This is an optimization exercise on Yosys and OpenROAD, whose aim is small area, not a production implementation. The RTL was checked by simulation tests, not by an equivalence proof against the original design.

==> flow/design.v <==
`timescale 1ns / 1ps
module draw_line(clk, rst_n, wea, x, y, m, b, dir, range, index_rd, line_x, line_y, finish);
input             clk, rst_n;
input             wea;
input      [31:0] x, y, m, b, dir, range;
input      [31:0] index_rd;
output     [31:0] line_x, line_y;
output     reg finish;
reg        [31:0] cnt, cnt_upd;
reg        [31:0] x_reg, m_reg, acc;
reg               mv, dec;
reg        [4:0]  idx;
reg        [1:0]  ph;
genvar gi;
wire        lt = cnt < range;
wire [32:0] cch;
assign cch[0] = lt;
generate for (gi = 0; gi < 32; gi = gi + 1) begin : g_cnt
    assign cch[gi+1] = cch[gi] & cnt_upd[gi];
end endgenerate
always @(posedge clk or negedge rst_n) begin
    if (!rst_n) begin
        cnt     <= 32'd0;
        cnt_upd <= 32'd0;
        finish  <= 1'b0;
    end else begin
        cnt     <= cnt_upd ^ cch[31:0];
        cnt_upd <= cnt;
        finish  <= !lt;
    end
end
wire        start  = wea && !rst_n;
always @(posedge clk) begin
    if (start)
        ph <= 2'd0;
    else if (ph != 2'd3)
        ph <= ph + 2'd1;
end
wire        rd   = !start && ph == 2'd3;
wire        dneg = rd && dec;
wire [4:0]  kz   = mv ? idx : 5'd0;
reg  [31:0] mop;
reg  [7:0]  wop;
reg         wm1;
wire [31:0] aop = start ? b : acc;
always @(*) begin
    if (start) begin
        mop = m;                    wop = x[7:0];  wm1 = 1'b0;
    end else case (ph)
        2'd0: begin mop = {m_reg[23:0], 8'd0};  wop = x_reg[15:8];  wm1 = x_reg[7];  end
        2'd1: begin mop = {m_reg[15:0], 16'd0}; wop = x_reg[23:16]; wm1 = x_reg[15]; end
        2'd2: begin mop = {m_reg[7:0], 24'd0};  wop = x_reg[31:24]; wm1 = x_reg[23]; end
        default: begin mop = m_reg;             wop = {3'd0, kz};   wm1 = 1'b0; end
    endcase
end
wire [31:0] mac;
wire [3:0] one, two, neg;
wire [8:0] wx = {wop, wm1};
assign one[0] = wx[1] ^ wx[0];
assign two[0] = (wx[2] & ~wx[1] & ~wx[0]) | (~wx[2] & wx[1] & wx[0]);
assign neg[0] = wx[2] ^ dneg;
wire [31:0] bp0;
dl_bpp b0_0 (.m1(mop[0]), .m0(1'b0), .one(one[0]), .two(two[0]), .neg(neg[0]), .p(bp0[0]));
dl_bpp b0_1 (.m1(mop[1]), .m0(mop[0]), .one(one[0]), .two(two[0]), .neg(neg[0]), .p(bp0[1]));
dl_bpp b0_2 (.m1(mop[2]), .m0(mop[1]), .one(one[0]), .two(two[0]), .neg(neg[0]), .p(bp0[2]));
dl_bpp b0_3 (.m1(mop[3]), .m0(mop[2]), .one(one[0]), .two(two[0]), .neg(neg[0]), .p(bp0[3]));
dl_bpp b0_4 (.m1(mop[4]), .m0(mop[3]), .one(one[0]), .two(two[0]), .neg(neg[0]), .p(bp0[4]));
dl_bpp b0_5 (.m1(mop[5]), .m0(mop[4]), .one(one[0]), .two(two[0]), .neg(neg[0]), .p(bp0[5]));
dl_bpp b0_6 (.m1(mop[6]), .m0(mop[5]), .one(one[0]), .two(two[0]), .neg(neg[0]), .p(bp0[6]));
dl_bpp b0_7 (.m1(mop[7]), .m0(mop[6]), .one(one[0]), .two(two[0]), .neg(neg[0]), .p(bp0[7]));
dl_bpp b0_8 (.m1(mop[8]), .m0(mop[7]), .one(one[0]), .two(two[0]), .neg(neg[0]), .p(bp0[8]));
dl_bpp b0_9 (.m1(mop[9]), .m0(mop[8]), .one(one[0]), .two(two[0]), .neg(neg[0]), .p(bp0[9]));
dl_bpp b0_10 (.m1(mop[10]), .m0(mop[9]), .one(one[0]), .two(two[0]), .neg(neg[0]), .p(bp0[10]));
dl_bpp b0_11 (.m1(mop[11]), .m0(mop[10]), .one(one[0]), .two(two[0]), .neg(neg[0]), .p(bp0[11]));
dl_bpp b0_12 (.m1(mop[12]), .m0(mop[11]), .one(one[0]), .two(two[0]), .neg(neg[0]), .p(bp0[12]));
dl_bpp b0_13 (.m1(mop[13]), .m0(mop[12]), .one(one[0]), .two(two[0]), .neg(neg[0]), .p(bp0[13]));
dl_bpp b0_14 (.m1(mop[14]), .m0(mop[13]), .one(one[0]), .two(two[0]), .neg(neg[0]), .p(bp0[14]));
dl_bpp b0_15 (.m1(mop[15]), .m0(mop[14]), .one(one[0]), .two(two[0]), .neg(neg[0]), .p(bp0[15]));
dl_bpp b0_16 (.m1(mop[16]), .m0(mop[15]), .one(one[0]), .two(two[0]), .neg(neg[0]), .p(bp0[16]));
dl_bpp b0_17 (.m1(mop[17]), .m0(mop[16]), .one(one[0]), .two(two[0]), .neg(neg[0]), .p(bp0[17]));
dl_bpp b0_18 (.m1(mop[18]), .m0(mop[17]), .one(one[0]), .two(two[0]), .neg(neg[0]), .p(bp0[18]));
dl_bpp b0_19 (.m1(mop[19]), .m0(mop[18]), .one(one[0]), .two(two[0]), .neg(neg[0]), .p(bp0[19]));
dl_bpp b0_20 (.m1(mop[20]), .m0(mop[19]), .one(one[0]), .two(two[0]), .neg(neg[0]), .p(bp0[20]));
dl_bpp b0_21 (.m1(mop[21]), .m0(mop[20]), .one(one[0]), .two(two[0]), .neg(neg[0]), .p(bp0[21]));
dl_bpp b0_22 (.m1(mop[22]), .m0(mop[21]), .one(one[0]), .two(two[0]), .neg(neg[0]), .p(bp0[22]));
dl_bpp b0_23 (.m1(mop[23]), .m0(mop[22]), .one(one[0]), .two(two[0]), .neg(neg[0]), .p(bp0[23]));
dl_bpp b0_24 (.m1(mop[24]), .m0(mop[23]), .one(one[0]), .two(two[0]), .neg(neg[0]), .p(bp0[24]));
dl_bpp b0_25 (.m1(mop[25]), .m0(mop[24]), .one(one[0]), .two(two[0]), .neg(neg[0]), .p(bp0[25]));
dl_bpp b0_26 (.m1(mop[26]), .m0(mop[25]), .one(one[0]), .two(two[0]), .neg(neg[0]), .p(bp0[26]));
dl_bpp b0_27 (.m1(mop[27]), .m0(mop[26]), .one(one[0]), .two(two[0]), .neg(neg[0]), .p(bp0[27]));
dl_bpp b0_28 (.m1(mop[28]), .m0(mop[27]), .one(one[0]), .two(two[0]), .neg(neg[0]), .p(bp0[28]));
dl_bpp b0_29 (.m1(mop[29]), .m0(mop[28]), .one(one[0]), .two(two[0]), .neg(neg[0]), .p(bp0[29]));
dl_bpp b0_30 (.m1(mop[30]), .m0(mop[29]), .one(one[0]), .two(two[0]), .neg(neg[0]), .p(bp0[30]));
dl_bpp b0_31 (.m1(mop[31]), .m0(mop[30]), .one(one[0]), .two(two[0]), .neg(neg[0]), .p(bp0[31]));
assign one[1] = wx[3] ^ wx[2];
assign two[1] = (wx[4] & ~wx[3] & ~wx[2]) | (~wx[4] & wx[3] & wx[2]);
assign neg[1] = wx[4] ^ dneg;
wire [29:0] bp1;
dl_bpp b1_0 (.m1(mop[0]), .m0(1'b0), .one(one[1]), .two(two[1]), .neg(neg[1]), .p(bp1[0]));
dl_bpp b1_1 (.m1(mop[1]), .m0(mop[0]), .one(one[1]), .two(two[1]), .neg(neg[1]), .p(bp1[1]));
dl_bpp b1_2 (.m1(mop[2]), .m0(mop[1]), .one(one[1]), .two(two[1]), .neg(neg[1]), .p(bp1[2]));
dl_bpp b1_3 (.m1(mop[3]), .m0(mop[2]), .one(one[1]), .two(two[1]), .neg(neg[1]), .p(bp1[3]));
dl_bpp b1_4 (.m1(mop[4]), .m0(mop[3]), .one(one[1]), .two(two[1]), .neg(neg[1]), .p(bp1[4]));
dl_bpp b1_5 (.m1(mop[5]), .m0(mop[4]), .one(one[1]), .two(two[1]), .neg(neg[1]), .p(bp1[5]));
dl_bpp b1_6 (.m1(mop[6]), .m0(mop[5]), .one(one[1]), .two(two[1]), .neg(neg[1]), .p(bp1[6]));
dl_bpp b1_7 (.m1(mop[7]), .m0(mop[6]), .one(one[1]), .two(two[1]), .neg(neg[1]), .p(bp1[7]));
dl_bpp b1_8 (.m1(mop[8]), .m0(mop[7]), .one(one[1]), .two(two[1]), .neg(neg[1]), .p(bp1[8]));
dl_bpp b1_9 (.m1(mop[9]), .m0(mop[8]), .one(one[1]), .two(two[1]), .neg(neg[1]), .p(bp1[9]));
dl_bpp b1_10 (.m1(mop[10]), .m0(mop[9]), .one(one[1]), .two(two[1]), .neg(neg[1]), .p(bp1[10]));
dl_bpp b1_11 (.m1(mop[11]), .m0(mop[10]), .one(one[1]), .two(two[1]), .neg(neg[1]), .p(bp1[11]));
dl_bpp b1_12 (.m1(mop[12]), .m0(mop[11]), .one(one[1]), .two(two[1]), .neg(neg[1]), .p(bp1[12]));
dl_bpp b1_13 (.m1(mop[13]), .m0(mop[12]), .one(one[1]), .two(two[1]), .neg(neg[1]), .p(bp1[13]));
dl_bpp b1_14 (.m1(mop[14]), .m0(mop[13]), .one(one[1]), .two(two[1]), .neg(neg[1]), .p(bp1[14]));
dl_bpp b1_15 (.m1(mop[15]), .m0(mop[14]), .one(one[1]), .two(two[1]), .neg(neg[1]), .p(bp1[15]));
dl_bpp b1_16 (.m1(mop[16]), .m0(mop[15]), .one(one[1]), .two(two[1]), .neg(neg[1]), .p(bp1[16]));
dl_bpp b1_17 (.m1(mop[17]), .m0(mop[16]), .one(one[1]), .two(two[1]), .neg(neg[1]), .p(bp1[17]));
dl_bpp b1_18 (.m1(mop[18]), .m0(mop[17]), .one(one[1]), .two(two[1]), .neg(neg[1]), .p(bp1[18]));
dl_bpp b1_19 (.m1(mop[19]), .m0(mop[18]), .one(one[1]), .two(two[1]), .neg(neg[1]), .p(bp1[19]));
dl_bpp b1_20 (.m1(mop[20]), .m0(mop[19]), .one(one[1]), .two(two[1]), .neg(neg[1]), .p(bp1[20]));
dl_bpp b1_21 (.m1(mop[21]), .m0(mop[20]), .one(one[1]), .two(two[1]), .neg(neg[1]), .p(bp1[21]));
dl_bpp b1_22 (.m1(mop[22]), .m0(mop[21]), .one(one[1]), .two(two[1]), .neg(neg[1]), .p(bp1[22]));
dl_bpp b1_23 (.m1(mop[23]), .m0(mop[22]), .one(one[1]), .two(two[1]), .neg(neg[1]), .p(bp1[23]));
dl_bpp b1_24 (.m1(mop[24]), .m0(mop[23]), .one(one[1]), .two(two[1]), .neg(neg[1]), .p(bp1[24]));
dl_bpp b1_25 (.m1(mop[25]), .m0(mop[24]), .one(one[1]), .two(two[1]), .neg(neg[1]), .p(bp1[25]));
dl_bpp b1_26 (.m1(mop[26]), .m0(mop[25]), .one(one[1]), .two(two[1]), .neg(neg[1]), .p(bp1[26]));
dl_bpp b1_27 (.m1(mop[27]), .m0(mop[26]), .one(one[1]), .two(two[1]), .neg(neg[1]), .p(bp1[27]));
dl_bpp b1_28 (.m1(mop[28]), .m0(mop[27]), .one(one[1]), .two(two[1]), .neg(neg[1]), .p(bp1[28]));
dl_bpp b1_29 (.m1(mop[29]), .m0(mop[28]), .one(one[1]), .two(two[1]), .neg(neg[1]), .p(bp1[29]));
assign one[2] = wx[5] ^ wx[4];
assign two[2] = (wx[6] & ~wx[5] & ~wx[4]) | (~wx[6] & wx[5] & wx[4]);
assign neg[2] = wx[6] ^ dneg;
wire [27:0] bp2;
dl_bpp b2_0 (.m1(mop[0]), .m0(1'b0), .one(one[2]), .two(two[2]), .neg(neg[2]), .p(bp2[0]));
dl_bpp b2_1 (.m1(mop[1]), .m0(mop[0]), .one(one[2]), .two(two[2]), .neg(neg[2]), .p(bp2[1]));
dl_bpp b2_2 (.m1(mop[2]), .m0(mop[1]), .one(one[2]), .two(two[2]), .neg(neg[2]), .p(bp2[2]));
dl_bpp b2_3 (.m1(mop[3]), .m0(mop[2]), .one(one[2]), .two(two[2]), .neg(neg[2]), .p(bp2[3]));
dl_bpp b2_4 (.m1(mop[4]), .m0(mop[3]), .one(one[2]), .two(two[2]), .neg(neg[2]), .p(bp2[4]));
dl_bpp b2_5 (.m1(mop[5]), .m0(mop[4]), .one(one[2]), .two(two[2]), .neg(neg[2]), .p(bp2[5]));
dl_bpp b2_6 (.m1(mop[6]), .m0(mop[5]), .one(one[2]), .two(two[2]), .neg(neg[2]), .p(bp2[6]));
dl_bpp b2_7 (.m1(mop[7]), .m0(mop[6]), .one(one[2]), .two(two[2]), .neg(neg[2]), .p(bp2[7]));
dl_bpp b2_8 (.m1(mop[8]), .m0(mop[7]), .one(one[2]), .two(two[2]), .neg(neg[2]), .p(bp2[8]));
dl_bpp b2_9 (.m1(mop[9]), .m0(mop[8]), .one(one[2]), .two(two[2]), .neg(neg[2]), .p(bp2[9]));
dl_bpp b2_10 (.m1(mop[10]), .m0(mop[9]), .one(one[2]), .two(two[2]), .neg(neg[2]), .p(bp2[10]));
dl_bpp b2_11 (.m1(mop[11]), .m0(mop[10]), .one(one[2]), .two(two[2]), .neg(neg[2]), .p(bp2[11]));
dl_bpp b2_12 (.m1(mop[12]), .m0(mop[11]), .one(one[2]), .two(two[2]), .neg(neg[2]), .p(bp2[12]));
dl_bpp b2_13 (.m1(mop[13]), .m0(mop[12]), .one(one[2]), .two(two[2]), .neg(neg[2]), .p(bp2[13]));
dl_bpp b2_14 (.m1(mop[14]), .m0(mop[13]), .one(one[2]), .two(two[2]), .neg(neg[2]), .p(bp2[14]));
dl_bpp b2_15 (.m1(mop[15]), .m0(mop[14]), .one(one[2]), .two(two[2]), .neg(neg[2]), .p(bp2[15]));
dl_bpp b2_16 (.m1(mop[16]), .m0(mop[15]), .one(one[2]), .two(two[2]), .neg(neg[2]), .p(bp2[16]));
dl_bpp b2_17 (.m1(mop[17]), .m0(mop[16]), .one(one[2]), .two(two[2]), .neg(neg[2]), .p(bp2[17]));
dl_bpp b2_18 (.m1(mop[18]), .m0(mop[17]), .one(one[2]), .two(two[2]), .neg(neg[2]), .p(bp2[18]));
dl_bpp b2_19 (.m1(mop[19]), .m0(mop[18]), .one(one[2]), .two(two[2]), .neg(neg[2]), .p(bp2[19]));
dl_bpp b2_20 (.m1(mop[20]), .m0(mop[19]), .one(one[2]), .two(two[2]), .neg(neg[2]), .p(bp2[20]));
dl_bpp b2_21 (.m1(mop[21]), .m0(mop[20]), .one(one[2]), .two(two[2]), .neg(neg[2]), .p(bp2[21]));
dl_bpp b2_22 (.m1(mop[22]), .m0(mop[21]), .one(one[2]), .two(two[2]), .neg(neg[2]), .p(bp2[22]));
dl_bpp b2_23 (.m1(mop[23]), .m0(mop[22]), .one(one[2]), .two(two[2]), .neg(neg[2]), .p(bp2[23]));
dl_bpp b2_24 (.m1(mop[24]), .m0(mop[23]), .one(one[2]), .two(two[2]), .neg(neg[2]), .p(bp2[24]));
dl_bpp b2_25 (.m1(mop[25]), .m0(mop[24]), .one(one[2]), .two(two[2]), .neg(neg[2]), .p(bp2[25]));
dl_bpp b2_26 (.m1(mop[26]), .m0(mop[25]), .one(one[2]), .two(two[2]), .neg(neg[2]), .p(bp2[26]));
dl_bpp b2_27 (.m1(mop[27]), .m0(mop[26]), .one(one[2]), .two(two[2]), .neg(neg[2]), .p(bp2[27]));
assign one[3] = wx[7] ^ wx[6];
assign two[3] = (wx[8] & ~wx[7] & ~wx[6]) | (~wx[8] & wx[7] & wx[6]);
assign neg[3] = wx[8] ^ dneg;
wire [25:0] bp3;
dl_bpp b3_0 (.m1(mop[0]), .m0(1'b0), .one(one[3]), .two(two[3]), .neg(neg[3]), .p(bp3[0]));
dl_bpp b3_1 (.m1(mop[1]), .m0(mop[0]), .one(one[3]), .two(two[3]), .neg(neg[3]), .p(bp3[1]));
dl_bpp b3_2 (.m1(mop[2]), .m0(mop[1]), .one(one[3]), .two(two[3]), .neg(neg[3]), .p(bp3[2]));
dl_bpp b3_3 (.m1(mop[3]), .m0(mop[2]), .one(one[3]), .two(two[3]), .neg(neg[3]), .p(bp3[3]));
dl_bpp b3_4 (.m1(mop[4]), .m0(mop[3]), .one(one[3]), .two(two[3]), .neg(neg[3]), .p(bp3[4]));
dl_bpp b3_5 (.m1(mop[5]), .m0(mop[4]), .one(one[3]), .two(two[3]), .neg(neg[3]), .p(bp3[5]));
dl_bpp b3_6 (.m1(mop[6]), .m0(mop[5]), .one(one[3]), .two(two[3]), .neg(neg[3]), .p(bp3[6]));
dl_bpp b3_7 (.m1(mop[7]), .m0(mop[6]), .one(one[3]), .two(two[3]), .neg(neg[3]), .p(bp3[7]));
dl_bpp b3_8 (.m1(mop[8]), .m0(mop[7]), .one(one[3]), .two(two[3]), .neg(neg[3]), .p(bp3[8]));
dl_bpp b3_9 (.m1(mop[9]), .m0(mop[8]), .one(one[3]), .two(two[3]), .neg(neg[3]), .p(bp3[9]));
dl_bpp b3_10 (.m1(mop[10]), .m0(mop[9]), .one(one[3]), .two(two[3]), .neg(neg[3]), .p(bp3[10]));
dl_bpp b3_11 (.m1(mop[11]), .m0(mop[10]), .one(one[3]), .two(two[3]), .neg(neg[3]), .p(bp3[11]));
dl_bpp b3_12 (.m1(mop[12]), .m0(mop[11]), .one(one[3]), .two(two[3]), .neg(neg[3]), .p(bp3[12]));
dl_bpp b3_13 (.m1(mop[13]), .m0(mop[12]), .one(one[3]), .two(two[3]), .neg(neg[3]), .p(bp3[13]));
dl_bpp b3_14 (.m1(mop[14]), .m0(mop[13]), .one(one[3]), .two(two[3]), .neg(neg[3]), .p(bp3[14]));
dl_bpp b3_15 (.m1(mop[15]), .m0(mop[14]), .one(one[3]), .two(two[3]), .neg(neg[3]), .p(bp3[15]));
dl_bpp b3_16 (.m1(mop[16]), .m0(mop[15]), .one(one[3]), .two(two[3]), .neg(neg[3]), .p(bp3[16]));
dl_bpp b3_17 (.m1(mop[17]), .m0(mop[16]), .one(one[3]), .two(two[3]), .neg(neg[3]), .p(bp3[17]));
dl_bpp b3_18 (.m1(mop[18]), .m0(mop[17]), .one(one[3]), .two(two[3]), .neg(neg[3]), .p(bp3[18]));
dl_bpp b3_19 (.m1(mop[19]), .m0(mop[18]), .one(one[3]), .two(two[3]), .neg(neg[3]), .p(bp3[19]));
dl_bpp b3_20 (.m1(mop[20]), .m0(mop[19]), .one(one[3]), .two(two[3]), .neg(neg[3]), .p(bp3[20]));
dl_bpp b3_21 (.m1(mop[21]), .m0(mop[20]), .one(one[3]), .two(two[3]), .neg(neg[3]), .p(bp3[21]));
dl_bpp b3_22 (.m1(mop[22]), .m0(mop[21]), .one(one[3]), .two(two[3]), .neg(neg[3]), .p(bp3[22]));
dl_bpp b3_23 (.m1(mop[23]), .m0(mop[22]), .one(one[3]), .two(two[3]), .neg(neg[3]), .p(bp3[23]));
dl_bpp b3_24 (.m1(mop[24]), .m0(mop[23]), .one(one[3]), .two(two[3]), .neg(neg[3]), .p(bp3[24]));
dl_bpp b3_25 (.m1(mop[25]), .m0(mop[24]), .one(one[3]), .two(two[3]), .neg(neg[3]), .p(bp3[25]));
wire t1;
wire t2;
dl_ha u2 (.a(aop[4]), .b(bp0[4]), .s(t1), .co(t2));
wire t3;
wire t4;
dl_ha u4 (.a(aop[5]), .b(bp0[5]), .s(t3), .co(t4));
wire t5;
wire t6;
dl_fa u6 (.a(aop[6]), .b(bp0[6]), .c(bp1[4]), .s(t5), .co(t6));
wire t7;
wire t8;
dl_ha u8 (.a(bp2[2]), .b(neg[3]), .s(t7), .co(t8));
wire t9;
wire t10;
dl_fa u10 (.a(aop[7]), .b(bp0[7]), .c(bp1[5]), .s(t9), .co(t10));
wire t11;
wire t12;
dl_ha u12 (.a(bp2[3]), .b(bp3[1]), .s(t11), .co(t12));
wire t13;
wire t14;
dl_fa u14 (.a(aop[8]), .b(bp0[8]), .c(bp1[6]), .s(t13), .co(t14));
wire t15;
wire t16;
dl_ha u16 (.a(bp2[4]), .b(bp3[2]), .s(t15), .co(t16));
wire t17;
wire t18;
dl_fa u18 (.a(aop[9]), .b(bp0[9]), .c(bp1[7]), .s(t17), .co(t18));
wire t19;
wire t20;
dl_ha u20 (.a(bp2[5]), .b(bp3[3]), .s(t19), .co(t20));
wire t21;
wire t22;
dl_fa u22 (.a(aop[10]), .b(bp0[10]), .c(bp1[8]), .s(t21), .co(t22));
wire t23;
wire t24;
dl_ha u24 (.a(bp2[6]), .b(bp3[4]), .s(t23), .co(t24));
wire t25;
wire t26;
dl_fa u26 (.a(aop[11]), .b(bp0[11]), .c(bp1[9]), .s(t25), .co(t26));
wire t27;
wire t28;
dl_ha u28 (.a(bp2[7]), .b(bp3[5]), .s(t27), .co(t28));
wire t29;
wire t30;
dl_fa u30 (.a(aop[12]), .b(bp0[12]), .c(bp1[10]), .s(t29), .co(t30));
wire t31;
wire t32;
dl_ha u32 (.a(bp2[8]), .b(bp3[6]), .s(t31), .co(t32));
wire t33;
wire t34;
dl_fa u34 (.a(aop[13]), .b(bp0[13]), .c(bp1[11]), .s(t33), .co(t34));
wire t35;
wire t36;
dl_ha u36 (.a(bp2[9]), .b(bp3[7]), .s(t35), .co(t36));
wire t37;
wire t38;
dl_fa u38 (.a(aop[14]), .b(bp0[14]), .c(bp1[12]), .s(t37), .co(t38));
wire t39;
wire t40;
dl_ha u40 (.a(bp2[10]), .b(bp3[8]), .s(t39), .co(t40));
wire t41;
wire t42;
dl_fa u42 (.a(aop[15]), .b(bp0[15]), .c(bp1[13]), .s(t41), .co(t42));
wire t43;
wire t44;
dl_ha u44 (.a(bp2[11]), .b(bp3[9]), .s(t43), .co(t44));
wire t45;
wire t46;
dl_fa u46 (.a(aop[16]), .b(bp0[16]), .c(bp1[14]), .s(t45), .co(t46));
wire t47;
wire t48;
dl_ha u48 (.a(bp2[12]), .b(bp3[10]), .s(t47), .co(t48));
wire t49;
wire t50;
dl_fa u50 (.a(aop[17]), .b(bp0[17]), .c(bp1[15]), .s(t49), .co(t50));
wire t51;
wire t52;
dl_ha u52 (.a(bp2[13]), .b(bp3[11]), .s(t51), .co(t52));
wire t53;
wire t54;
dl_fa u54 (.a(aop[18]), .b(bp0[18]), .c(bp1[16]), .s(t53), .co(t54));
wire t55;
wire t56;
dl_ha u56 (.a(bp2[14]), .b(bp3[12]), .s(t55), .co(t56));
wire t57;
wire t58;
dl_fa u58 (.a(aop[19]), .b(bp0[19]), .c(bp1[17]), .s(t57), .co(t58));
wire t59;
wire t60;
dl_ha u60 (.a(bp2[15]), .b(bp3[13]), .s(t59), .co(t60));
wire t61;
wire t62;
dl_fa u62 (.a(aop[20]), .b(bp0[20]), .c(bp1[18]), .s(t61), .co(t62));
wire t63;
wire t64;
dl_ha u64 (.a(bp2[16]), .b(bp3[14]), .s(t63), .co(t64));
wire t65;
wire t66;
dl_fa u66 (.a(aop[21]), .b(bp0[21]), .c(bp1[19]), .s(t65), .co(t66));
wire t67;
wire t68;
dl_ha u68 (.a(bp2[17]), .b(bp3[15]), .s(t67), .co(t68));
wire t69;
wire t70;
dl_fa u70 (.a(aop[22]), .b(bp0[22]), .c(bp1[20]), .s(t69), .co(t70));
wire t71;
wire t72;
dl_ha u72 (.a(bp2[18]), .b(bp3[16]), .s(t71), .co(t72));
wire t73;
wire t74;
dl_fa u74 (.a(aop[23]), .b(bp0[23]), .c(bp1[21]), .s(t73), .co(t74));
wire t75;
wire t76;
dl_ha u76 (.a(bp2[19]), .b(bp3[17]), .s(t75), .co(t76));
wire t77;
wire t78;
dl_fa u78 (.a(aop[24]), .b(bp0[24]), .c(bp1[22]), .s(t77), .co(t78));
wire t79;
wire t80;
dl_ha u80 (.a(bp2[20]), .b(bp3[18]), .s(t79), .co(t80));
wire t81;
wire t82;
dl_fa u82 (.a(aop[25]), .b(bp0[25]), .c(bp1[23]), .s(t81), .co(t82));
wire t83;
wire t84;
dl_ha u84 (.a(bp2[21]), .b(bp3[19]), .s(t83), .co(t84));
wire t85;
wire t86;
dl_fa u86 (.a(aop[26]), .b(bp0[26]), .c(bp1[24]), .s(t85), .co(t86));
wire t87;
wire t88;
dl_ha u88 (.a(bp2[22]), .b(bp3[20]), .s(t87), .co(t88));
wire t89;
wire t90;
dl_fa u90 (.a(aop[27]), .b(bp0[27]), .c(bp1[25]), .s(t89), .co(t90));
wire t91;
wire t92;
dl_ha u92 (.a(bp2[23]), .b(bp3[21]), .s(t91), .co(t92));
wire t93;
wire t94;
dl_fa u94 (.a(aop[28]), .b(bp0[28]), .c(bp1[26]), .s(t93), .co(t94));
wire t95;
wire t96;
dl_ha u96 (.a(bp2[24]), .b(bp3[22]), .s(t95), .co(t96));
wire t97;
wire t98;
dl_fa u98 (.a(aop[29]), .b(bp0[29]), .c(bp1[27]), .s(t97), .co(t98));
wire t99;
wire t100;
dl_ha u100 (.a(bp2[25]), .b(bp3[23]), .s(t99), .co(t100));
wire t101;
wire t102;
dl_fa u102 (.a(aop[30]), .b(bp0[30]), .c(bp1[28]), .s(t101), .co(t102));
wire t103;
wire t104;
dl_ha u104 (.a(bp2[26]), .b(bp3[24]), .s(t103), .co(t104));
wire t105;
dl_fa u105 (.a(aop[31]), .b(bp0[31]), .c(bp1[29]), .s(t105), .co());
wire t106;
assign t106 = bp2[27] ^ bp3[25];
wire t107;
wire t108;
dl_ha u108 (.a(aop[2]), .b(bp0[2]), .s(t107), .co(t108));
wire t109;
wire t110;
dl_ha u110 (.a(aop[3]), .b(bp0[3]), .s(t109), .co(t110));
wire t111;
wire t112;
dl_fa u112 (.a(bp1[2]), .b(neg[2]), .c(bp2[0]), .s(t111), .co(t112));
wire t113;
wire t114;
dl_fa u114 (.a(bp1[3]), .b(bp2[1]), .c(t2), .s(t113), .co(t114));
wire t115;
wire t116;
dl_fa u116 (.a(bp3[0]), .b(t4), .c(t5), .s(t115), .co(t116));
wire t117;
wire t118;
dl_fa u118 (.a(t6), .b(t8), .c(t9), .s(t117), .co(t118));
wire t119;
wire t120;
dl_fa u120 (.a(t10), .b(t12), .c(t13), .s(t119), .co(t120));
wire t121;
wire t122;
dl_fa u122 (.a(t14), .b(t16), .c(t17), .s(t121), .co(t122));
wire t123;
wire t124;
dl_fa u124 (.a(t18), .b(t20), .c(t21), .s(t123), .co(t124));
wire t125;
wire t126;
dl_fa u126 (.a(t22), .b(t24), .c(t25), .s(t125), .co(t126));
wire t127;
wire t128;
dl_fa u128 (.a(t26), .b(t28), .c(t29), .s(t127), .co(t128));
wire t129;
wire t130;
dl_fa u130 (.a(t30), .b(t32), .c(t33), .s(t129), .co(t130));
wire t131;
wire t132;
dl_fa u132 (.a(t34), .b(t36), .c(t37), .s(t131), .co(t132));
wire t133;
wire t134;
dl_fa u134 (.a(t38), .b(t40), .c(t41), .s(t133), .co(t134));
wire t135;
wire t136;
dl_fa u136 (.a(t42), .b(t44), .c(t45), .s(t135), .co(t136));
wire t137;
wire t138;
dl_fa u138 (.a(t46), .b(t48), .c(t49), .s(t137), .co(t138));
wire t139;
wire t140;
dl_fa u140 (.a(t50), .b(t52), .c(t53), .s(t139), .co(t140));
wire t141;
wire t142;
dl_fa u142 (.a(t54), .b(t56), .c(t57), .s(t141), .co(t142));
wire t143;
wire t144;
dl_fa u144 (.a(t58), .b(t60), .c(t61), .s(t143), .co(t144));
wire t145;
wire t146;
dl_fa u146 (.a(t62), .b(t64), .c(t65), .s(t145), .co(t146));
wire t147;
wire t148;
dl_fa u148 (.a(t66), .b(t68), .c(t69), .s(t147), .co(t148));
wire t149;
wire t150;
dl_fa u150 (.a(t70), .b(t72), .c(t73), .s(t149), .co(t150));
wire t151;
wire t152;
dl_fa u152 (.a(t74), .b(t76), .c(t77), .s(t151), .co(t152));
wire t153;
wire t154;
dl_fa u154 (.a(t78), .b(t80), .c(t81), .s(t153), .co(t154));
wire t155;
wire t156;
dl_fa u156 (.a(t82), .b(t84), .c(t85), .s(t155), .co(t156));
wire t157;
wire t158;
dl_fa u158 (.a(t86), .b(t88), .c(t89), .s(t157), .co(t158));
wire t159;
wire t160;
dl_fa u160 (.a(t90), .b(t92), .c(t93), .s(t159), .co(t160));
wire t161;
wire t162;
dl_fa u162 (.a(t94), .b(t96), .c(t97), .s(t161), .co(t162));
wire t163;
wire t164;
dl_fa u164 (.a(t98), .b(t100), .c(t101), .s(t163), .co(t164));
wire t165;
dl_fa u165 (.a(t102), .b(t104), .c(t105), .s(t165), .co());
wire t166;
wire t167;
dl_ha u167 (.a(aop[0]), .b(neg[0]), .s(t166), .co(t167));
wire t168;
wire t169;
dl_ha u169 (.a(aop[1]), .b(bp0[1]), .s(t168), .co(t169));
wire t170;
wire t171;
dl_fa u171 (.a(neg[1]), .b(bp1[0]), .c(t107), .s(t170), .co(t171));
wire t172;
wire t173;
dl_fa u173 (.a(bp1[1]), .b(t108), .c(t109), .s(t172), .co(t173));
wire t174;
wire t175;
dl_fa u175 (.a(t1), .b(t110), .c(t111), .s(t174), .co(t175));
wire t176;
wire t177;
dl_fa u177 (.a(t3), .b(t112), .c(t113), .s(t176), .co(t177));
wire t178;
wire t179;
dl_fa u179 (.a(t7), .b(t114), .c(t115), .s(t178), .co(t179));
wire t180;
wire t181;
dl_fa u181 (.a(t11), .b(t116), .c(t117), .s(t180), .co(t181));
wire t182;
wire t183;
dl_fa u183 (.a(t15), .b(t118), .c(t119), .s(t182), .co(t183));
wire t184;
wire t185;
dl_fa u185 (.a(t19), .b(t120), .c(t121), .s(t184), .co(t185));
wire t186;
wire t187;
dl_fa u187 (.a(t23), .b(t122), .c(t123), .s(t186), .co(t187));
wire t188;
wire t189;
dl_fa u189 (.a(t27), .b(t124), .c(t125), .s(t188), .co(t189));
wire t190;
wire t191;
dl_fa u191 (.a(t31), .b(t126), .c(t127), .s(t190), .co(t191));
wire t192;
wire t193;
dl_fa u193 (.a(t35), .b(t128), .c(t129), .s(t192), .co(t193));
wire t194;
wire t195;
dl_fa u195 (.a(t39), .b(t130), .c(t131), .s(t194), .co(t195));
wire t196;
wire t197;
dl_fa u197 (.a(t43), .b(t132), .c(t133), .s(t196), .co(t197));
wire t198;
wire t199;
dl_fa u199 (.a(t47), .b(t134), .c(t135), .s(t198), .co(t199));
wire t200;
wire t201;
dl_fa u201 (.a(t51), .b(t136), .c(t137), .s(t200), .co(t201));
wire t202;
wire t203;
dl_fa u203 (.a(t55), .b(t138), .c(t139), .s(t202), .co(t203));
wire t204;
wire t205;
dl_fa u205 (.a(t59), .b(t140), .c(t141), .s(t204), .co(t205));
wire t206;
wire t207;
dl_fa u207 (.a(t63), .b(t142), .c(t143), .s(t206), .co(t207));
wire t208;
wire t209;
dl_fa u209 (.a(t67), .b(t144), .c(t145), .s(t208), .co(t209));
wire t210;
wire t211;
dl_fa u211 (.a(t71), .b(t146), .c(t147), .s(t210), .co(t211));
wire t212;
wire t213;
dl_fa u213 (.a(t75), .b(t148), .c(t149), .s(t212), .co(t213));
wire t214;
wire t215;
dl_fa u215 (.a(t79), .b(t150), .c(t151), .s(t214), .co(t215));
wire t216;
wire t217;
dl_fa u217 (.a(t83), .b(t152), .c(t153), .s(t216), .co(t217));
wire t218;
wire t219;
dl_fa u219 (.a(t87), .b(t154), .c(t155), .s(t218), .co(t219));
wire t220;
wire t221;
dl_fa u221 (.a(t91), .b(t156), .c(t157), .s(t220), .co(t221));
wire t222;
wire t223;
dl_fa u223 (.a(t95), .b(t158), .c(t159), .s(t222), .co(t223));
wire t224;
wire t225;
dl_fa u225 (.a(t99), .b(t160), .c(t161), .s(t224), .co(t225));
wire t226;
wire t227;
dl_fa u227 (.a(t103), .b(t162), .c(t163), .s(t226), .co(t227));
wire t228;
dl_fa u228 (.a(t106), .b(t164), .c(t165), .s(t228), .co());
wire t229;
wire t230;
dl_ha u230 (.a(bp0[0]), .b(t166), .s(t229), .co(t230));
wire t231;
wire t232;
dl_fa u232 (.a(t167), .b(t168), .c(t230), .s(t231), .co(t232));
wire t233;
wire t234;
dl_fa u234 (.a(t169), .b(t170), .c(t232), .s(t233), .co(t234));
wire t235;
wire t236;
dl_fa u236 (.a(t171), .b(t172), .c(t234), .s(t235), .co(t236));
wire t237;
wire t238;
dl_fa u238 (.a(t173), .b(t174), .c(t236), .s(t237), .co(t238));
wire t239;
wire t240;
dl_fa u240 (.a(t175), .b(t176), .c(t238), .s(t239), .co(t240));
wire t241;
wire t242;
dl_fa u242 (.a(t177), .b(t178), .c(t240), .s(t241), .co(t242));
wire t243;
wire t244;
dl_fa u244 (.a(t179), .b(t180), .c(t242), .s(t243), .co(t244));
wire t245;
wire t246;
dl_ha u246 (.a(t181), .b(t182), .s(t245), .co(t246));
wire t247;
wire t248;
dl_fa u248 (.a(t183), .b(t184), .c(t246), .s(t247), .co(t248));
wire t249;
wire t250;
dl_fa u250 (.a(t185), .b(t186), .c(t248), .s(t249), .co(t250));
wire t251;
wire t252;
dl_fa u252 (.a(t187), .b(t188), .c(t250), .s(t251), .co(t252));
wire t253;
wire t254;
dl_fa u254 (.a(t189), .b(t190), .c(t252), .s(t253), .co(t254));
wire t255;
wire t256;
dl_fa u256 (.a(t191), .b(t192), .c(t254), .s(t255), .co(t256));
wire t257;
wire t258;
dl_fa u258 (.a(t193), .b(t194), .c(t256), .s(t257), .co(t258));
wire t259;
wire t260;
dl_fa u260 (.a(t195), .b(t196), .c(t258), .s(t259), .co(t260));
wire t261;
assign t261 = t245 ^ t244;
wire t262;
assign t262 = t247 ^ (t244 & t245);
wire t263;
assign t263 = t245 & t247;
wire t264;
assign t264 = t249 ^ (t244 & t263);
wire t265;
assign t265 = t263 & t249;
wire t266;
assign t266 = t251 ^ (t244 & t265);
wire t267;
assign t267 = t265 & t251;
wire t268;
assign t268 = t253 ^ (t244 & t267);
wire t269;
assign t269 = t267 & t253;
wire t270;
assign t270 = t255 ^ (t244 & t269);
wire t271;
assign t271 = t269 & t255;
wire t272;
assign t272 = t257 ^ (t244 & t271);
wire t273;
assign t273 = t271 & t257;
wire t274;
assign t274 = t259 ^ (t244 & t273);
wire t275;
assign t275 = t273 & t259;
wire t276;
assign t276 = t260 | (t244 & t275);
wire t277;
wire t278;
dl_ha u278 (.a(t197), .b(t198), .s(t277), .co(t278));
wire t279;
wire t280;
dl_fa u280 (.a(t199), .b(t200), .c(t278), .s(t279), .co(t280));
wire t281;
wire t282;
dl_fa u282 (.a(t201), .b(t202), .c(t280), .s(t281), .co(t282));
wire t283;
wire t284;
dl_fa u284 (.a(t203), .b(t204), .c(t282), .s(t283), .co(t284));
wire t285;
wire t286;
dl_fa u286 (.a(t205), .b(t206), .c(t284), .s(t285), .co(t286));
wire t287;
wire t288;
dl_fa u288 (.a(t207), .b(t208), .c(t286), .s(t287), .co(t288));
wire t289;
wire t290;
dl_fa u290 (.a(t209), .b(t210), .c(t288), .s(t289), .co(t290));
wire t291;
wire t292;
dl_fa u292 (.a(t211), .b(t212), .c(t290), .s(t291), .co(t292));
wire t293;
assign t293 = t277 ^ t276;
wire t294;
assign t294 = t279 ^ (t276 & t277);
wire t295;
assign t295 = t277 & t279;
wire t296;
assign t296 = t281 ^ (t276 & t295);
wire t297;
assign t297 = t295 & t281;
wire t298;
assign t298 = t283 ^ (t276 & t297);
wire t299;
assign t299 = t297 & t283;
wire t300;
assign t300 = t285 ^ (t276 & t299);
wire t301;
assign t301 = t299 & t285;
wire t302;
assign t302 = t287 ^ (t276 & t301);
wire t303;
assign t303 = t301 & t287;
wire t304;
assign t304 = t289 ^ (t276 & t303);
wire t305;
assign t305 = t303 & t289;
wire t306;
assign t306 = t291 ^ (t276 & t305);
wire t307;
assign t307 = t305 & t291;
wire t308;
assign t308 = t292 | (t276 & t307);
wire t309;
wire t310;
dl_ha u310 (.a(t213), .b(t214), .s(t309), .co(t310));
wire t311;
wire t312;
dl_fa u312 (.a(t215), .b(t216), .c(t310), .s(t311), .co(t312));
wire t313;
wire t314;
dl_fa u314 (.a(t217), .b(t218), .c(t312), .s(t313), .co(t314));
wire t315;
wire t316;
dl_fa u316 (.a(t219), .b(t220), .c(t314), .s(t315), .co(t316));
wire t317;
wire t318;
dl_fa u318 (.a(t221), .b(t222), .c(t316), .s(t317), .co(t318));
wire t319;
wire t320;
dl_fa u320 (.a(t223), .b(t224), .c(t318), .s(t319), .co(t320));
wire t321;
wire t322;
dl_fa u322 (.a(t225), .b(t226), .c(t320), .s(t321), .co(t322));
wire t323;
dl_fa u323 (.a(t227), .b(t228), .c(t322), .s(t323), .co());
wire t324;
assign t324 = t309 ^ t308;
wire t325;
assign t325 = t311 ^ (t308 & t309);
wire t326;
assign t326 = t309 & t311;
wire t327;
assign t327 = t313 ^ (t308 & t326);
wire t328;
assign t328 = t326 & t313;
wire t329;
assign t329 = t315 ^ (t308 & t328);
wire t330;
assign t330 = t328 & t315;
wire t331;
assign t331 = t317 ^ (t308 & t330);
wire t332;
assign t332 = t330 & t317;
wire t333;
assign t333 = t319 ^ (t308 & t332);
wire t334;
assign t334 = t332 & t319;
wire t335;
assign t335 = t321 ^ (t308 & t334);
wire t336;
assign t336 = t334 & t321;
wire t337;
assign t337 = t323 ^ (t308 & t336);
assign mac = {t337, t335, t333, t331, t329, t327, t325, t324, t306, t304, t302, t300, t298, t296, t294, t293, t274, t272, t270, t268, t266, t264, t262, t261, t243, t241, t239, t237, t235, t233, t231, t229};
always @(posedge clk) begin
    if (start) begin
        x_reg <= x;
        m_reg <= m;
        dec   <= (dir == 32'd0);
        mv    <= (dir == 32'd0) || (dir == 32'd1);
    end
    if (start || ph != 2'd3)
        acc <= mac;
    idx <= index_rd[4:0];
end
wire [5:0]  lx_lo = {1'b0, x_reg[4:0]} + {1'b0, kz ^ {5{dec}}} + {5'd0, dec};
wire [27:0] lxc;
assign lxc[0] = lx_lo[5] ^ dec;
assign line_x[4:0] = lx_lo[4:0];
generate for (gi = 0; gi < 27; gi = gi + 1) begin : g_lx
    assign line_x[5+gi] = x_reg[5+gi] ^ lxc[gi];
    assign lxc[gi+1]    = lxc[gi] & (x_reg[5+gi] ^ dec);
end endgenerate
assign line_y = mac;
endmodule
module dl_fa(a, b, c, s, co);
input  a, b, c;
output s, co;
assign s  = a ^ b ^ c;
assign co = (a & b) | (a & c) | (b & c);
endmodule
module dl_ha(a, b, s, co);
input  a, b;
output s, co;
assign s  = a ^ b;
assign co = a & b;
endmodule
module dl_bpp(m1, m0, one, two, neg, p);
input  m1, m0, one, two, neg;
output p;
assign p = ((m1 & one) | (m0 & two)) ^ neg;
endmodule
==> flow/flow/run.sh <==
#!/bin/bash
# The standard layout (the standard.sh: the standard synthesis and ORFS
# from floorplan to finish), with two changes to how the layout is made:
#  - the port buffers that global placement adds to every input and output
#    are sky130_fd_sc_hd__buf_1 cells instead of the default buffer;
#  - clock tree synthesis adds no dummy loads.
# make's full output goes to flow_make.log in this folder.
set -euo pipefail
bash standard.sh \
  "BUFFER_PORTS_ARGS=-buffer_cell sky130_fd_sc_hd__buf_1" \
  "CTS_ARGS=-sink_clustering_enable -repair_clock_nets -dont_use_dummy_load" \
  finish > flow_make.log 2>&1
==> flow/standard.sh <==
#!/bin/bash
# synth_recipe.tcl (not shown) runs the flow's synth.tcl, then flattens the netlist and writes it again
# the make line also repeats each setting of config.mk as NAME=value (left out here)
make -C /OpenROAD-flow-scripts/flow DESIGN_CONFIG=/design/flow/config.mk WORK_HOME=/design/flow/orfs CLKGATE_MAP_FILE= SYNTH_SCRIPT=/design/flow/synth_recipe.tcl "${@:-finish}"
==> flow/config.mk <==
export PLATFORM = sky130hd
export DESIGN_NAME = draw_line
export DESIGN_NICKNAME = draw_line
export VERILOG_FILES = /design/flow/design.v
export SDC_FILE = /design/flow/constraint.sdc
export NUM_CORES = 4
export LEC_CHECK = 0
export CAP_MARGIN = 20
export CORE_MARGIN = 2
export CORE_UTILIZATION = 40
export SLEW_MARGIN = 20
export SYNTH_HIERARCHICAL = 1
export SYNTH_MINIMUM_KEEP_SIZE = 0
==> flow/constraint.sdc <==
create_clock -name core_clock -period 14.0 [get_ports {clk}]
set_input_delay 2.8000 -clock core_clock [delete_from_list [all_inputs] [get_ports {clk}]]
set_output_delay 2.8000 -clock core_clock [all_outputs]
set_load 0.01 [all_outputs]
==> results.txt, run 1 <==
fraction of the mapped netlist area in compound gates=16.5%; antenna viol nets, final=0; DRC Markers=0; Critical Path Fanout Max=28; Setup-failing EPs final=0; CTS Buffer Depth=2; CTS buffer count=17; wire per inst=19.1 um; synthesized area per cell=11.5 um2; asr flop ratio synth=38.2%; Worst-Skew Late Latency=460 ps; CP max stage delay=about 530 ps; Main synth FF type=edfxtp_1; CP endpoint kind=output pin; synthesized flop and latch total=170; GRT Util Overall=between 20% and 30%; Iter 0 DRT Violations=774; Worst Path Required=around 11000 ps; met2 Resource Use GR=~34%; max frequency=approximately 74 MHz; CP startpoint kind=primary input; Initial DRT Pass Iterations=5; register area share after synthesis=32.4%; Distinct cells, synth=61; Worst-path clk slew=roughly 70 ps; mux contribution to synthesized area=0.904%; Max Cap Viol=0; met3 Use GR=about 3.0%; Crit path top cell by count=fa_1; Congestion Overflow GR=0; Std-Cell Rows=69; Area Growth Syn to Fin=16.1%; worst-margin pin slew=893 ps; Ys Warns=7; Post-Synth Simple-Gate Area=9.65%; Final Hold Vio Count=0; Final Max Slew Viols=0; cell count after synthesis=1259; layout cells sized above 1=16.1%; CTS tree=built; Die Height=195 um; Buffers & Inverters on Critical Path=5; Setup CP Type=in -> out; global-route wire length before repair=60900 um; fin crit share=96.4%; Synth Area in XOR/XNOR=between 10% and 20%; Die Wd=just under 200 um; Crit path max-delay family=adder cells; placed cell areas=16300 um2; largest family of logic cells by synthesized area=adder cells; area leader, netlist=edfxtp_1; Worst Skew=23.7 ps; DIE AREA=approximately 38000 um2; H-tree depth=4; Setup TNS=0 ps; clock root cell=clkbuf_16; total routed wirelength=about 38000 um; routability cong.=around 0.83; most frequent cells after synthesis=nand2_1 (183), xnor2_1 (163), a22oi_2 (116), fa_1 (113), ha_1 (109); post-synthesis adder-cell area fraction=25.0%; register area=4710 um2; number of flops mapped to enable cells by yosys=98; post-layout util=a little under half; Rel. slew slack=about two fifths; grt peak-use layer=met2; synth top area cells=edfxtp_1 (20%), fa_1 (16%), dfrtp_1 (11%); fin area=16900 um2; footprint of the multi-input gates=9450 um2; Crit-path slowest cell=fa_1; largest net degree at the start of global routing=66; Num Clock Sinks=170; vias in the first global route=10931; Port-buffer cells=232; vias=10508; HP Class=reg -> reg; minimum clock period=13490 ps; RSZ-0062 raised after global routing=no; mapped cell area=14500 um2; DP HPWL=roughly 30000 um; initial core utilization=40.7%; Core Region=35700 um2; nets=1965; I/O pin cnt=292; most common cell in the netlist=nand2_1; CP arrival=between 10000 and 15000 ps; top-area cell type share of the netlist area=20.3%; status=finished clean; Vias/cell=roughly 5.3; fill count=3346; M1 GR Usage=around 28%; initial antenna violation count=5
-- Yosys stat by module (local to each module, per instance) --
module	cells inside	cell area, um2	times used
dl_bpp	2	21.3	116
dl_fa	1	20.0	112
dl_ha	1	12.5	35
draw_line	880	9380	1
-- cell type report --
class / instances / area share [%]
diodes: 5 / 0.0742
inverters: 39 / 0.942
well taps: 461 / 3.42
repair buffers: 311 / 9.10
multi-input cells: 977 / 56.0
flip-flops and latches: 170 / 27.9
clock buffers: 17 / 2.52
-- layout by cell type, fill, tap and decap left out, types with 3 or more instances in the layout --
cell	count
a21oi_1	21
dfrtp_1	65
nand3b_1	3
buf_12	5
xor2_4	5
nor4_1	7
and3_1	10
nand2_1	183
o21ai_0	39
diode_2	5
nand2b_1	6
conb_1	4
mux2i_1	5
mux2_2	4
and2_1	3
edfxtp_1	98
buf_4	72
nand4_1	18
ha_1	109
a211oi_1	5
and4_1	3
nand3_1	25
o211a_1	8
nand4b_1	4
dfxtp_1	7
a21o_1	15
xor2_1	21
fa_1	113
xnor2_1	161
nor3_1	5
a22oi_2	116
nor2_1	18
a222oi_1	17
clkbuf_16	17
inv_1	37
buf_1	231
a221o_1	8
-- what timing repair did --
| item | in CTS | in global routing |
|---|---|---|
| setup buffers | 0 | 5 |
| hold buffers | 0 | 0 |
| setup endpoints to repair | 0 | 4 |
| resized for setup | 0 | 6 |
-- through the flow --
stage | hold WS [ps] | setup slack (ps) | std cells
finish | 378 | 509 | 1980
global route | 385 | 116 | 1978
CTS | 384 | 250 | 1970
detailed placement | 367 | 199 | 1953
global placement | 363 | 329 | 1953
floorplan | 346 | 22.0 | 1262
-- per-layer routing --
metal	wire length, um	vias up
met1	17100	5203
met3	1660	44
met2	18300	267
met5	14	-
met4	842	2
li1	-	4992
-- kinds of logic (layout without fill, tap and decap cells) --
group,after synthesis,after routing
buffers and inverters,115,367
flip-flops,170,170
adder cells (fa/ha/maj),222,222
AND/OR/NAND/NOR,300,300
XOR/XNOR,190,190
other,1,9
AO/OA/AOI/OAI,250,250
multiplexers,11,11
-- worst paths after layout --
path / cells past startpoint / slack [ps] / from / endpoint
setup / recovery: 28 / 510 / rst_n / line_y[31]
hold / removal: 0 / 380 / cnt[0] / cnt_upd[0]
min in group asynchronous: 2 / 2560 / rst_n / finish
max in group asynchronous: 2 / 10870 / rst_n / cnt[23]
setup reg to reg: 26 / 5200 / ph[0] / acc[31]
hold reg to reg: 0 / 380 / cnt[0] / cnt_upd[0]
==> run 2: changes to the inputs <==
--- a/flow/design.v
+++ b/flow/design.v
@@ -13,5 +13,10 @@
 reg        [1:0]  ph;
 genvar gi;
-wire        lt = cnt < range;
+wire [32:0] ltc;
+assign ltc[0] = 1'b0;
+generate for (gi = 0; gi < 32; gi = gi + 1) begin : g_lt
+    assign ltc[gi+1] = (range[gi] & ~cnt[gi]) | (range[gi] & ltc[gi]) | (~cnt[gi] & ltc[gi]);
+end endgenerate
+wire        lt = ltc[32];
 wire [32:0] cch;
 assign cch[0] = lt;
==> run 2 against run 1 <==
  * Still clean on timing, DRC and antenna
  * Critical path depth is the same
  * Final area shrank 2.4%
  * Routed wire length shrank 3.5%
  * Die area shrank 1.5%
  * Sequential share of layout area grew 0.67 points
  * Critical endpoint is now line_y[30]
  * Largest cell class unchanged
==> results.txt, run 2 <==
status=finished clean; CTS tree=built; global-route wire length before repair=57500 um (-5.5%); I/O pin cnt=292 (unchanged); Vias/cell=5.26 (-0.83%); Post-Synth Simple-Gate Area=10.4% (+0.72 points); Num Clock Sinks=170 (unchanged); most common cell after layout, fill and taps aside=buf_1; vias in the first global route=10467 (-4.2%); routability cong.=0.838 (+0.71%); largest net degree at the start of global routing=68 (+3.0%); DRC Markers=0 (unchanged); CP endpoint kind=output pin; Worst Skew=16.7 ps (-6.95 ps); Synth Area in XOR/XNOR=11.6% (+0.17 points); number of flops mapped to enable cells by yosys=98 (unchanged); largest family of logic cells by synthesized area=adder cells; fin crit share=96.7% (+0.36 points); Congestion Overflow GR=0 (unchanged); CP arrival=10740 ps (+50 ps); GRT Util Overall=20.3% (-0.38 points); RSZ-0062 raised after global routing=no; Rel. slew slack=34.6% (-5.3 points); register area share after synthesis=32.9% (+0.49 points); Area Growth Syn to Fin=15.1%; Distinct cells, synth=64 (+4.9%); most common cell in the netlist=nand2_1; synth top area cells=edfxtp_1 (21%), fa_1 (16%), dfrtp_1 (11%); Worst-Skew Late Latency=430 ps (-30 ps); Place WS=286 ps (+86.3 ps); H-tree depth=4 (unchanged); minimum clock period=13540 ps (+50.9 ps); top-area cell type share of the netlist area=20.6% (+0.31 points); synthesized flop and latch total=170 (unchanged); Setup WS post-layout=459 ps (-50.9 ps); asr flop ratio synth=38.2% (unchanged); Critical Path Fanout Max=17 (-39%); Die Height=193 um (-0.73%); Setup CP Type=in -> out; layout cells sized above 1=15.3% (-0.78 points); Std-Cell Rows=69 (unchanged); mux contribution to synthesized area=0.822% (-0.082 points); clock root cell=clkbuf_16; CP startpoint kind=primary input; DIE AREA=37300 um2 (-1.5%); synthesized area per cell=11.4 um2 (-0.86%); WHS=366 ps (-11.7 ps); max frequency=73.8 MHz (-0.38%); Worst-path clk slew=70 ps (about the same); fraction of the mapped netlist area in compound gates=17.2% (+0.66 points); Port-buffer cells=232 (unchanged); HP Class=reg -> reg; total routed wirelength=36600 um (-3.5%); commonest non-fill, non-tap cells in the layout=buf_1 (231), nand2_1 (176), xnor2_1 (155); Final Hold Vio Count=0 (unchanged); Final Max Slew Viols=0 (unchanged); nets=1913 (-2.6%); CTS Buffer Depth=2 (unchanged); post-synthesis adder-cell area fraction=23.4% (-1.6 points); vias=10289 (-2.1%); Die Wd=193 um (-0.73%); Worst Path Required=11200 ps (about the same); most frequent cells after synthesis=nand2_1 (176), xnor2_1 (158), a22oi_2 (116), fa_1 (113), edfxtp_1 (98); post-layout util=46.5% (-0.78 points); antenna viol nets, final=0 (unchanged); area leader, netlist=edfxtp_1; CTS buffer count=17 (unchanged); worst-margin pin slew=981 ps (+88.2 ps); Setup TNS=0 ps (unchanged); cell count after synthesis=1251 (-0.64%); mapped cell area=14300 um2 (-1.5%); Initial DRT Pass Iterations=8 (+3); wire per inst=18.7 um (-2.3%); initial antenna violation count=2 (-3); Ys Warns=7 (unchanged); Core Region=35400 um2 (-0.73%); Max Cap Viol=0 (unchanged); initial core utilization=40.4% (-0.31 points); Setup-failing EPs final=0 (unchanged); DP HPWL=28500 um (-2.9%); Iter 0 DRT Violations=689 (-11%); Main synth FF type=edfxtp_1
[run 2: changes by cell type in the layout (fill, tap and decap cells not counted), sizes merged, moves of 9 or more]
cell / delta
buf: -17
ha: -31
maj3: +10
nand4: -11
nor2: +11
nor2b: +11
o22ai: +9
[run 2: layout make-up]
cell class,count,area (um2)
fillers,3357,18900
clock buffers,17,425
flip-flops and latches,170,4710
well taps,461,577
inverters,33,129
multi-input cells,979,9280
diodes,1,2.50
repair buffers,294,1350
[run 2: repair_timing]
item	in CTS	in global routing
endpoints found under the setup margin	0	3
gates resized for setup	0	2
buffers inserted	0	2
hold buffers	0	0
[run 2: stage by stage]
step / std cells / instance area, um2
floorplan: 1254 / 14400
CTS: 1952 / 16400
detailed placement: 1935 / 16000
global placement: 1935 / 16000
global route: 1955 / 16500
finish: 1955 / 16500
[run 2: worst paths after layout]
path	from	end	slack, ps	cells after the start
max	rst_n	line_y[30]	460	28
min	cnt[19]	cnt_upd[19]	370	0
max reg2reg	ph[0]	acc[28]	4830	28
min reg2reg	cnt[19]	cnt_upd[19]	370	0
max in group asynchronous	rst_n	cnt_upd[11]	10910	2
min in group asynchronous	rst_n	cnt_upd[0]	2570	2
[run 2: Yosys stat by module, one instance, submodules excluded]
module,times used,flip-flops and latches,cells
dl_bpp,116,0,2
dl_fa,112,0,1
dl_ha,35,0,1
draw_line,1,170,872
[run 2: logic make-up after synthesis]
kind of cell               after synthesis
other                                    1
muxes                                   11
buffers and inverters                  105
DFF                                    170
adders and majority gates              201
and+or+nand+nor                        318
xor gates and xnor gates               190
AOI/OAI and AO/OA                      255
[run 2: worst max-delay path, cell delays in order]
cell and delay, ps:
clkbuf_2 110, nand2b_2 310, inv_6 210, a211oi_1 60, a21oi_1 130, buf_4 170, nand2_1 90, o22ai_4 270
buf_4 270, a22oi_2 80, xnor2_1 180, fa_1 450, fa_1 500, fa_1 440, fa_1 420, fa_1 400
fa_1 390, fa_1 390, fa_1 380, fa_1 390, fa_1 560, nand3_1 130, o31ai_4 400, a31oi_2 240
nor3b_4 290, nand4_1 150, xnor2_1 250, buf_1 250
[run 2: routing by layer]
layer	share of wire, %	GRT usage [%]
met2	49	34.2
met1	45	27.3
met4	1.2	4.28
met3	4.4	3.62
met5	0.052	0
==> run 3: changes to the inputs <==
==> flow/flow/run.sh (replaced) <==
#!/bin/bash
# The standard layout (the standard.sh: the standard synthesis and ORFS
# from floorplan to finish), with these changes to how the layout is made:
#  - at the start of the floorplan step, flow/downsize.tcl swaps every
#    combinational cell for the smallest cell of the same function; the
#    timing repair of the floorplan and later steps sizes up what is needed;
#  - the port buffers that global placement adds to every input and output
#    are sky130_fd_sc_hd__buf_1 cells instead of the default buffer;
#  - clock tree synthesis adds no dummy loads and uses clkbuf_8 buffers.
# make's full output goes to flow_make.log in this folder.
set -euo pipefail
here=$(pwd)
bash standard.sh \
  "PRE_FLOORPLAN_TCL=$here/flow/downsize.tcl" \
  "BUFFER_PORTS_ARGS=-buffer_cell sky130_fd_sc_hd__buf_1" \
  "CTS_ARGS=-sink_clustering_enable -repair_clock_nets -dont_use_dummy_load -buf_list sky130_fd_sc_hd__clkbuf_8" \
  finish > flow_make.log 2>&1
==> flow/flow/downsize.tcl (new file) <==
# Sized-down start for the resizer: every combinational cell of the
# synthesized netlist is swapped for the smallest cell of the same function
# (same name but for the drive-strength suffix). Registers, tie cells and
# buffers are left as they are. The floorplan's and later stages' timing
# repair then size up what the timing needs.
set db [ord::get_db]
set n 0
set saved 0.0
foreach inst [[ord::get_db_block] getInsts] {
  set mname [[$inst getMaster] getName]
  if {![regexp {^(sky130_fd_sc_hd__([a-z0-9]+))_([0-9]+)$} $mname -> base func drive]} { continue }
  if {[regexp {^(df|edf|sdf|sed|dl|conb|buf|clkbuf|clkdly|dlygate|tap|fill|decap|diode)} $func]} { continue }
  set cur [$inst getMaster]
  set best $cur
  set best_area [expr {[$cur getWidth] * [$cur getHeight]}]
  foreach d {0 1 2 4 6 8 12 16} {
    set cand [$db findMaster "${base}_$d"]
    if {$cand == "NULL" || $cand == ""} { continue }
    set a [expr {[$cand getWidth] * [$cand getHeight]}]
    if {$a < $best_area} { set best $cand; set best_area $a }
  }
  if {$best != $cur} {
    set saved [expr {$saved + [$cur getWidth] * [$cur getHeight] - $best_area}]
    $inst swapMaster $best
    incr n
  }
}
puts "downsize.tcl: swapped $n cells to their smallest size, [expr {$saved / 1e6}] um2 less"
==> run 3 against run 2 <==
  * First-iteration DRC count increased by 27%
  * Largest cell class unchanged
  * Still clean on timing, DRC and antenna
  * Final area decreased by 5.8%
  * Register-to-register slack about the same
  * Non-clock buffer count decreased by 16
  * Critical endpoint is now line_y[31]
  * Via count increased by 0.98%
  * Clock skew increased by 19 ps
  * Worst hold slack improved by 20 ps
  * Critical path depth decreased by 1
  * Highest routed layer unchanged
  * Die area decreased by 4.3%
  * Routed wire length decreased by 2.5%
==> results.txt, run 3 <==
Final Max Slew Viols=0 (unchanged); CP arrival=10790 ps (+50 ps); wire per inst=18.5 um (-1.2%); commonest non-fill, non-tap cells in the layout=buf_1 (231), nand2_1 (176), xnor2_1 (155); Max Cap Viol=0 (unchanged); cell depth of the worst flop-to-flop path=29 (+3.6%); Setup crit end=line_y[31]; Iter 0 DRT Violations=872 (+27%); Setup-failing EPs final=0 (unchanged); worst r2r dst=acc[31]; most common cell after layout, fill and taps aside=buf_1; DIE AREA=35700 um2 (-4.3%); fin area=15500 um2 (-5.8%); CP endpoint kind=output pin; Congestion Overflow GR=0 (unchanged); Num Clock Sinks=170 (unchanged); Worst Skew=35.8 ps (+19.1 ps); clock root cell=clkbuf_8; Vias/cell=5.39 (+2.4%); vias=10390 (+0.98%); Cells after DPL=1902 (-1.7%); HP Class=reg -> reg; Setup CP Type=in -> out; Crit path max-delay family=adder cells; DRC Markers=0 (unchanged); fin crit share=97.1% (+0.34 points); CTS buffer count=17 (unchanged); CP startpoint kind=primary input; minimum clock period=13590 ps (+48.0 ps); Port-buffer cells=232 (unchanged); Worst Path Required=11200 ps (about the same); global-route wire length before repair=55400 um (-3.6%); status=finished clean; placed cell areas=15200 um2 (-5.4%); Worst-path clk slew=80 ps (about the same); layout cells sized above 1=5.96% (-9.4 points); routability cong.=0.841 (+0.27%); Rel. slew slack=29.9% (-4.7 points); H-tree depth=4 (unchanged); Final Hold Vio Count=0 (unchanged); antenna viol nets, final=0 (unchanged); largest net degree at the start of global routing=105 (+54%); routed wl met2=16700 um (-7.7%); DP HPWL=27200 um (-4.5%); Core Region=33600 um2 (-5.0%); worst-margin pin slew=1040 ps (+59.3 ps); Critical Path Fanout Max=27 (+10); vias in the first global route=10188 (-2.7%); max frequency=73.6 MHz (-0.35%); initial core utilization=40.7% (+0.26 points); nets=1897 (-0.84%); met3 wire len=2070 um (+28%); Worst-Skew Late Latency=490 ps (+60 ps); Initial DRT Pass Iterations=7 (-1); cts hold-fix bufs=0 (unchanged); Crit-path slowest cell=fa_1; GRT Util Overall=20.0% (-0.23 points); Std-Cell Rows=67 (-2.9%); WHS=387 ps (+20.4 ps); Die Wd=189 um (-2.2%); DRT met1 WL=16200 um (-1.2%); Die Height=189 um (-2.2%); cell count after synthesis=1251 (unchanged); Buffers & Inverters on Critical Path=7 (+2); I/O pin cnt=292 (unchanged); CP max stage delay=570 ps (about the same); initial antenna violation count=4 (+2); total routed wirelength=35700 um (-2.5%); CTS tree=built; Max Used Layer=met5; Critical Path Stages=27 (-3.6%); Critical R2R Launch=ph[0]; Critical path origin=rst_n; Crit path top cell by count=fa_1; non-filler cells, final=1928 (-1.4%); CTS Buffer Depth=2 (unchanged); Ys Warns=7 (unchanged); fill count=3230 (-3.8%); RSZ-0062 raised after global routing=no
-- run 3: how the worst min path moves through the flow --
| stage | from | endpoint | slack (ps) | cells past startpoint |
|---|---|---|---|---|
| after global routing | cnt[0] | cnt_upd[0] | 400 | 0 |
| final | cnt[0] | cnt_upd[0] | 390 | 0 |
| after CTS | cnt[1] | cnt_upd[1] | 390 | 0 |
| after global placement | cnt[22] | cnt_upd[22] | 360 | 0 |
| after floorplan | cnt[19] | cnt_upd[19] | 350 | 0 |
| after detailed placement | cnt[21] | cnt_upd[21] | 370 | 0 |
-- run 3: through the flow --
step / setup TNS [ps] / util, % / setup slack (ps)
after floorplan: 0 / - / 1.88
after global placement: -35.3 / 45.1 / -35.3
after detailed placement: -41.5 / 45.1 / -41.5
after CTS: 0 / 45.8 / 3.84
after global routing: 0 / 46.2 / 7.77
final: 0 / 46.2 / 411
-- run 3: layout make-up --
class | instances | area, um2 | area share [%]
well taps | 448 | 561 | 3.61
diodes | 3 | 7.51 | 0.0484
flip-flops and latches | 170 | 4710 | 30.3
inverters | 33 | 131 | 0.846
multi-input cells | 979 | 8610 | 55.5
repair buffers | 278 | 1270 | 8.16
clock buffers | 17 | 234 | 1.51
-- run 3: timing repair --
action	in CTS	in global routing
setup endpoints to repair	1	5
setup buffers	0	5
gates resized for setup	1	14
cloned	0	1
hold endpoints to repair	0	0
pin swaps	0	2
-- run 3: layer usage --
layer  GRT usage [%]  vias to the layer above
met5               0                        -
met4            6.19                        2
met3            3.48                       35
li1                -                     4908
met1            28.0                     5083
met2            31.9                      362

-- static timing again, ports no longer ideal --
Ports are ideal in the flow. The routed layouts listed here were re-timed in OpenROAD. Step 1 assumes that a clkbuf_16 drives the clock port and a buf_2 every other input. Step 2 also shifts input and output timing later by t, the mid clock arrival at the registers, as if the neighbouring blocks saw the same clock. Three values: no drivers, after step 1, after step 2; two values: the first two.
run	shift t [ns]	slack for setup (ns)	worst register clock-pin slew, ns
run 1	0.485	0.510 / 0.485 / 0.485	0.08 / 0.08
run 2	0.479	0.459 / 0.430 / 0.430	0.07 / 0.07
run 3	0.520	0.411 / 0.386 / 0.386	0.11 / 0.11
After both steps setup and hold are still met in every run listed. The setup slack of run 2, which loses most, moves by -0.029 ns with the drivers and by -0.029 ns with both steps.
